Background: an optimization exercise with open tools, aiming at small area. Do not read the settings as production practice. The RTL was checked by simulation tests, not by an equivalence proof against the original design.

==> inputs of run F <==
Design HART_DISPLAY, start of the top module:
module	HART_DISPLAY	(
					input	logic	clk,
					input	logic	resetN,
					input	logic	[10:0] pixelX,
					input	logic	[10:0] pixelY,
					input	logic	[10:0] topLeftX,
					input	logic	[10:0] topLeftY,
					input	logic	coin_collision,
					input	logic	star,
					output	logic	[7:0] hartRGB,
					output	logic	HartDrawingRequest,
					output	logic	coin_collect
);
logic	[3:0] row;
logic	[3:0] col;
logic	[4:0] pix_code;
logic	boxHartDrawingRequest;
logic	rand_bit;
square_object #(
	.OBJECT_WIDTH_X(512),
	.OBJECT_HEIGHT_Y(416)
) inst11 (
	.clk(clk),
	.resetN(resetN),
	.pixelX(pixelX),
	.pixelY(pixelY),
	.topLeftX(topLeftX),
	.topLeftY(topLeftY),
	.row(row),
	.col(col),
	.pix_code(pix_code),
	.drawingRequest(boxHartDrawingRequest)
);
random #(
	.SIZE_BITS(1),
	.MIN_VAL(0),
	.MAX_VAL(1)
) inst1 (
	.clk(clk),
	.resetN(resetN),
	.rise(star),
	.dout(rand_bit)
);
GridMatrixBitMap inst (
	.clk(clk),
	.resetN(resetN),
	.row(row),
	.col(col),
	.pix_code(pix_code),
  ...
==> flow/config.mk <==
export PLATFORM = sky130hd
export DESIGN_NAME = HART_DISPLAY
export DESIGN_NICKNAME = HART_DISPLAY
export VERILOG_FILES = /design/flow/design.v
export SDC_FILE = /design/flow/constraint.sdc
export NUM_CORES = 4
export LEC_CHECK = 0
export CAP_MARGIN = 20
export CORE_MARGIN = 2
export CORE_UTILIZATION = 40
export CTS_BUF_LIST = sky130_fd_sc_hd__clkbuf_8
export SLEW_MARGIN = 20
==> flow/constraint.sdc <==
create_clock -name core_clock -period 10.0 [get_ports {clk}]
set_input_delay 2.0000 -clock core_clock [delete_from_list [all_inputs] [get_ports {clk}]]
set_output_delay 2.0000 -clock core_clock [all_outputs]
set_load 0.01 [all_outputs]
standard.sh (not shown) runs the stock make flow with config.mk's settings and CLKGATE_MAP_FILE= SYNTH_SCRIPT=/design/flow/synth_recipe.tcl, a recipe that flattens the netlist after the stock synthesis.
==> flow/flow/run.sh <==
#!/bin/bash
# Layout flow: the standard ORFS flow, except that
#  - synthesis maps the logic with area-oriented abc scripts (flow/abc_*.script,
#    keeping the smallest result; flow/abc_portfolio.tcl) instead of ORFS's
#    delay-oriented one, and with no adder cells (ADDER_MAP_FILE=); everything
#    else in synthesis (the registers, their names and cells) is the standard flow's
#    standard synthesis;
#  - port buffers are buf_1 cells;
#  - the buffers that timing-driven global placement adds are resized to buf_2
#    (flow/post_gpl.tcl); the resize step's repair_design fixes what that leaves;
#  - clock tree synthesis uses clkbuf_8 and adds no dummy loads.
# Each step's output goes to a log file here (and ORFS's own logs under orfs/logs).
set -euo pipefail
W=$(pwd)

# synthesis script: synth_recipe.tcl, sourcing a copy of ORFS's synth.tcl whose
# abc call is replaced by flow/abc_portfolio.tcl
sed 's|log_cmd abc {\*}$abc_args|source '"$W"'/flow/abc_portfolio.tcl|' \
  "$FLOW_HOME/scripts/synth.tcl" > "$W/synth_area.tcl"
grep -q "source $W/flow/abc_portfolio.tcl" "$W/synth_area.tcl"
sed 's|\$::env(SCRIPTS_DIR)/synth.tcl|'"$W"'/synth_area.tcl|' synth_recipe.tcl > "$W/flow_synth.tcl"
grep -q "$W/synth_area.tcl" "$W/flow_synth.tcl"

bash standard.sh SYNTH_SCRIPT="$W/flow_synth.tcl" ADDER_MAP_FILE= synth > "$W/synth.log" 2>&1
bash standard.sh BUFFER_PORTS_ARGS="-buffer_cell sky130_fd_sc_hd__buf_1" \
  CTS_ARGS="-sink_clustering_enable -repair_clock_nets -buf_list sky130_fd_sc_hd__clkbuf_8 -dont_use_dummy_load" \
  POST_GLOBAL_PLACE_TCL="$W/flow/post_gpl.tcl" \
  finish > "$W/layout.log" 2>&1
==> flow/flow/abc_1.script <==
strash
&get -n
&deepsyn -T 120
&put
dch
amap
topo
==> flow/flow/abc_2.script <==
strash
&get -n
&deepsyn -T 60
&put
dch
amap
strash
&get -n
&deepsyn -T 60
&put
dch
amap
topo
==> flow/flow/abc_3.script <==
strash
&get -n
&deepsyn -T 120
&put
dch -f
amap
topo
==> flow/flow/abc_4.script <==
strash
dch -f
amap
strash
dch -f
amap
topo
==> flow/flow/abc_portfolio.tcl <==
# Sourced by the flow's copy of ORFS synth.tcl in place of its single abc call:
# maps the logic with each abc script flow/abc_*.script and keeps the netlist
# with the smallest cell area. abc_args is synth_preamble's argument list
# (it starts with "-script <ORFS script>", which is dropped here).
set portfolio_dir [file dirname [info script]]
set portfolio_best_area ""
set portfolio_best ""
design -save portfolio_pre_abc
foreach portfolio_script [lsort [glob $portfolio_dir/abc_*.script]] {
  design -load portfolio_pre_abc
  log_cmd abc -script $portfolio_script {*}[lrange $abc_args 2 end]
  set portfolio_stat [tee -q -s result.string stat {*}$lib_args]
  if { ![regexp {Chip area for module '[^']*': ([0-9.]+)} $portfolio_stat -> portfolio_area] } {
    error "abc portfolio: no area for $portfolio_script"
  }
  puts "abc portfolio: [file tail $portfolio_script] area $portfolio_area"
  if { $portfolio_best_area eq "" || $portfolio_area < $portfolio_best_area } {
    set portfolio_best_area $portfolio_area
    set portfolio_best $portfolio_script
    design -save portfolio_best
  }
}
design -load portfolio_best
puts "abc portfolio: kept [file tail $portfolio_best] area $portfolio_best_area"
==> flow/flow/post_gpl.tcl <==
# After global placement: the buffers that timing-driven placement added
# (named place*) are resized down to buf_2; the resize step's repair_design
# then fixes any slew or capacitance violation this leaves.
set n 0
foreach inst [get_cells place*] {
  set master [get_property [get_lib_cells -of_objects $inst] name]
  if { [string match "sky130_fd_sc_hd__buf_*" $master] } {
    replace_cell $inst sky130_fd_sc_hd__buf_2
    incr n
  }
}
puts "post_gpl: resized $n placement buffers to buf_2"
==> run D: changes against run F <==
--- a/flow/design.v
+++ b/flow/design.v
@@ -456,27 +456,26 @@
 	input  logic       in_box,
 	input  logic       random,
 	input  logic       coin_collision,
 	output logic       drawingRequest,
 	output logic [7:0] RGBout,
 	output logic       coin_collect
 );
-localparam logic [255:0] M0COIN = 256'b0000000000000000000000000000000000000000000000001111011111110101111101101111010111110001111101011111011111110111111101100011111011000110001111101100000000000000111111111011111011111110111000001111111010111110111111101011111011111110100000111111111000001111;
-localparam logic [255:0] M1COIN = 256'b0000000000000000000000000000000000000000000000001111011011110111111101101111011111110000111101111111011111110111111101100011111011000111001111101100000000111110111111111011111011111111101111101111111110111110111111111011111011111111100000011111111111111111;
-localparam logic [255:0] M0WALL = 256'b0000000000000000000000000000000000000000000000000000100000001010000010010000101000001110000010100000100000001000000010011100000100111001110000010011111111111111000000000100000100000001000111110000000101000001000000010100000100000001011111000000000111110000;
-localparam logic [255:0] M1WALL = 256'b0000000000000000000000000000000000000000000000000000100100001000000010010000100000001111000010000000100000001000000010011100000100111000110000010011111111000001000000000100000100000000010000010000000001000001000000000100000100000000011111100000000000000000;
+localparam logic [255:0] M0COIN = 256'b1111011111110101111101111111010111110111111101011111011111110101111101101111010111110001111101011111011111110111111101100011111011000110001111101100000000000000111111111011111011111110111000001111111010111110111111101011111011111110100000111111111000001111;
+localparam logic [255:0] M1COIN = 256'b1111011011110111111101101111011111110110111101111111011011110111111101101111011111110000111101111111011111110111111101100011111011000111001111101100000000111110111111111011111011111111101111101111111110111110111111111011111011111111100000011111111111111111;
 logic random_cs;    
 logic valid;        
 logic [164:0] eaten;
 logic [4:0] out_code;
 wire  [7:0] cidx = {row, col};
 wire [12:0] rsel;
 wire [15:0] csel;
 genvar gi;
-for (gi = 0; gi < 13; gi++) begin : g_r assign rsel[gi] = (row == gi); end
+for (gi = 0; gi < 12; gi++) begin : g_r0 assign rsel[gi] = (row == gi); end
+assign rsel[12] = (row[3:2] == 2'b11);
 for (gi = 0; gi < 16; gi++) begin : g_c assign csel[gi] = (col == gi); end
 wire [15:0] cseln = ~csel;
 wire [12:0] row_eaten;
 assign row_eaten[0] = ~((cseln[0] | eaten[0]) & (cseln[1] | eaten[1])) | ~((cseln[2] | eaten[2]) & (cseln[3] | eaten[3])) | ~((cseln[4] | eaten[4]) & (cseln[5] | eaten[5])) | ~((cseln[6] | eaten[6]) & (cseln[7] | eaten[7])) | ~((cseln[8] | eaten[8]) & (cseln[9] | eaten[9])) | ~((cseln[10] | eaten[10]) & (cseln[11] | eaten[11])) | ~((cseln[12] | eaten[12]) & (cseln[13] | eaten[13])) | ~((cseln[14] | eaten[14]) & (cseln[15] | eaten[15]));
 assign row_eaten[1] = ~((cseln[0] | eaten[16]) & (cseln[1] | eaten[17])) | ~((cseln[7] | eaten[18]) & (cseln[8] | eaten[19])) | ~((cseln[9] | eaten[20]) & (cseln[10] | eaten[21])) | ~((cseln[11] | eaten[22]) & (cseln[12] | eaten[23])) | ~((cseln[13] | eaten[24]) & (cseln[14] | eaten[25])) | ~(cseln[15] | eaten[26]);
 assign row_eaten[2] = ~((cseln[1] | eaten[27]) & (cseln[2] | eaten[28])) | ~((cseln[3] | eaten[29]) & (cseln[4] | eaten[30])) | ~((cseln[5] | eaten[31]) & (cseln[7] | eaten[32])) | ~((cseln[8] | eaten[33]) & (cseln[9] | eaten[34])) | ~((cseln[10] | eaten[35]) & (cseln[11] | eaten[36])) | ~((cseln[12] | eaten[37]) & (cseln[13] | eaten[38])) | ~((cseln[14] | eaten[39]) & (cseln[15] | eaten[40]));
 assign row_eaten[3] = ~((cseln[1] | eaten[41]) & (cseln[2] | eaten[42])) | ~((cseln[3] | eaten[43]) & (cseln[4] | eaten[44])) | ~((cseln[5] | eaten[45]) & (cseln[7] | eaten[46])) | ~((cseln[8] | eaten[47]) & (cseln[9] | eaten[48])) | ~((cseln[10] | eaten[49]) & (cseln[11] | eaten[50])) | ~((cseln[12] | eaten[51]) & (cseln[13] | eaten[52])) | ~((cseln[14] | eaten[53]) & (cseln[15] | eaten[54]));
@@ -487,15 +486,15 @@
 assign row_eaten[8] = ~((cseln[1] | eaten[101]) & (cseln[2] | eaten[102])) | ~((cseln[3] | eaten[103]) & (cseln[4] | eaten[104])) | ~((cseln[5] | eaten[105]) & (cseln[9] | eaten[106])) | ~((cseln[10] | eaten[107]) & (cseln[12] | eaten[108])) | ~((cseln[13] | eaten[109]) & (cseln[14] | eaten[110])) | ~(cseln[15] | eaten[111]);
 assign row_eaten[9] = ~((cseln[0] | eaten[112]) & (cseln[1] | eaten[113])) | ~((cseln[2] | eaten[114]) & (cseln[4] | eaten[115])) | ~((cseln[5] | eaten[116]) & (cseln[6] | eaten[117])) | ~((cseln[7] | eaten[118]) & (cseln[8] | eaten[119])) | ~((cseln[9] | eaten[120]) & (cseln[10] | eaten[121])) | ~((cseln[12] | eaten[122]) & (cseln[13] | eaten[123])) | ~((cseln[14] | eaten[124]) & (cseln[15] | eaten[125]));
 assign row_eaten[10] = ~((cseln[0] | eaten[126]) & (cseln[1] | eaten[127])) | ~((cseln[2] | eaten[128]) & (cseln[4] | eaten[129])) | ~((cseln[5] | eaten[130]) & (cseln[6] | eaten[131])) | ~((cseln[7] | eaten[132]) & (cseln[8] | eaten[133])) | ~((cseln[12] | eaten[134]) & (cseln[13] | eaten[135])) | ~((cseln[14] | eaten[136]) & (cseln[15] | eaten[137]));
 assign row_eaten[11] = ~((cseln[0] | eaten[138]) & (cseln[1] | eaten[139])) | ~((cseln[2] | eaten[140]) & (cseln[4] | eaten[141])) | ~((cseln[5] | eaten[142]) & (cseln[6] | eaten[143])) | ~((cseln[7] | eaten[144]) & (cseln[9] | eaten[145])) | ~((cseln[10] | eaten[146]) & (cseln[12] | eaten[147])) | ~((cseln[13] | eaten[148]) & (cseln[14] | eaten[149])) | ~(cseln[15] | eaten[150]);
 assign row_eaten[12] = ~((cseln[0] | eaten[151]) & (cseln[1] | eaten[152])) | ~((cseln[2] | eaten[153]) & (cseln[4] | eaten[154])) | ~((cseln[5] | eaten[155]) & (cseln[6] | eaten[156])) | ~((cseln[7] | eaten[157]) & (cseln[8] | eaten[158])) | ~((cseln[9] | eaten[159]) & (cseln[10] | eaten[160])) | ~((cseln[12] | eaten[161]) & (cseln[13] | eaten[162])) | ~((cseln[14] | eaten[163]) & (cseln[15] | eaten[164]));
 wire eaten_sel = |(rsel & row_eaten);
 wire coin_m  = random_cs ? M1COIN[cidx] : M0COIN[cidx];
-wire wall_m  = random_cs ? M1WALL[cidx] : M0WALL[cidx];
+wire wall_m  = ~coin_m;
 wire is_coin = in_box & ~eaten_sel & coin_m;
 wire is_wall = in_box & ~eaten_sel & wall_m;
 wire eat     = is_coin & coin_collision;
 wire clr     = ~valid | (random != random_cs);
 wire [12:0] wrow = rsel & {13{eat}};
 always_ff @(posedge clk) begin
 	coin_collect <= eat;
==> flow/flow/run.sh (replaced) <==
#!/bin/bash
# Layout flow: the standard ORFS flow, except that
#  - synthesis maps the logic with an area-oriented abc script (flow/abc_area.script)
#    instead of ORFS's delay-oriented one, and no adder cells (ADDER_MAP_FILE=);
#    everything else in synthesis (the
#    registers, their names and cells) is the standard synthesis;
#  - port buffers are buf_1 cells;
#  - clock tree synthesis uses clkbuf_8 and adds no dummy loads.
# Each step's output goes to a log file here (and ORFS's own logs under orfs/logs).
set -euo pipefail
W=$(pwd)
ABC_SCRIPT=$W/flow/abc_area.script

# synthesis script: synth_recipe.tcl, sourcing a copy of ORFS's synth.tcl whose
# abc call uses our script (abc_args starts with "-script <ORFS script>")
sed 's|log_cmd abc {\*}$abc_args|log_cmd abc -script '"$ABC_SCRIPT"' {*}[lrange $abc_args 2 end]|' \
  "$FLOW_HOME/scripts/synth.tcl" > "$W/synth_area.tcl"
grep -q "abc -script $ABC_SCRIPT" "$W/synth_area.tcl"
sed 's|\$::env(SCRIPTS_DIR)/synth.tcl|'"$W"'/synth_area.tcl|' synth_recipe.tcl > "$W/flow_synth.tcl"
grep -q "$W/synth_area.tcl" "$W/flow_synth.tcl"

bash standard.sh SYNTH_SCRIPT="$W/flow_synth.tcl" ADDER_MAP_FILE= synth > "$W/synth.log" 2>&1
bash standard.sh BUFFER_PORTS_ARGS="-buffer_cell sky130_fd_sc_hd__buf_1" \
  CTS_ARGS="-sink_clustering_enable -repair_clock_nets -buf_list sky130_fd_sc_hd__clkbuf_8 -dont_use_dummy_load" \
  finish > "$W/layout.log" 2>&1
==> flow/flow/abc_area.script (new file) <==
strash
&get -n
&deepsyn -T 120
&put
dch
amap
topo
removed: flow/flow/abc_1.script
removed: flow/flow/abc_2.script
removed: flow/flow/abc_3.script
removed: flow/flow/abc_4.script
removed: flow/flow/abc_portfolio.tcl
removed: flow/flow/post_gpl.tcl
==> impl_metrics.py <==
metrics = {
    "detailed_routing": {
        "met3_length_um": 1260,
    },
    "sta": {
        "holdWs_ns": 0.443,
        "setup_slack_ns": 4.07,
    },
    "status": {
        "status": "complete, no violations",
    },
    "finish": {
        "multi_input_area_mm2": 0.00409,
    },
    "place": {
        "dp_slack_ns": 3.73,
    },
    "clock_tree": {
        "clk_latency_ns": 0.48,
    },
    "power_and_ir_drop": {
        "power.density_mw_per_mm2": 161,
    },
    "setup_path": {
        "r2r_end": "inst.eaten[116]",
    },
}
The numbers above come from run D.

==> impl_metrics.py <==
metrics = {
    "power_and_ir_drop": {
        "power.density_mw_per_mm2": 159,
    },
    "finish": {
        "drive_above_1_share_pct": 3.79,
    },
    "detailed_routing": {
        "met3_length_um": 1400,
    },
    "sta": {
        "holdWs_ns": 0.443,
    },
    "worst_hold_path": {
        "holdPathStages": 1,
    },
    "clock_tree": {
        "clk_latency_ns": 0.46,
    },
    "setup_path": {
        "r2r_end": "inst.eaten[5]",
    },
    "floorplan": {
        "pin_count": 58,
    },
    "status": {
        "status": "complete, no violations",
    },
}
The numbers above come from run F.

[re-timing with driven ports]
The flow's constraints put no driver on any port. The routed layouts listed below were extracted and timed again, unchanged, in two steps.
Step 1, drivers: a clkbuf_16 drives clk and a buf_2 each remaining input, both assumed.
Step 2, shift: input delay + t, output delay - t, t = (earliest + latest rising clock arrival at the registers) / 2. This alone moves slack from input paths to output paths.
Slacks: ideal / step 1 / step 2; pairs: ideal / step 1.
| run | t (ns) | setup slack, ns | worst setup path after step 2 |
|---|---|---|---|
| run F | 0.475 | 3.685 / 3.698 / 3.223 | input to register |
| run D | 0.498 | 4.070 / 4.087 / 3.589 | input to register |
After both steps setup and hold are still met in every run listed. For run D, which loses most, drivers alone change the setup slack by +0.017 ns; drivers and shift together by -0.481 ns.
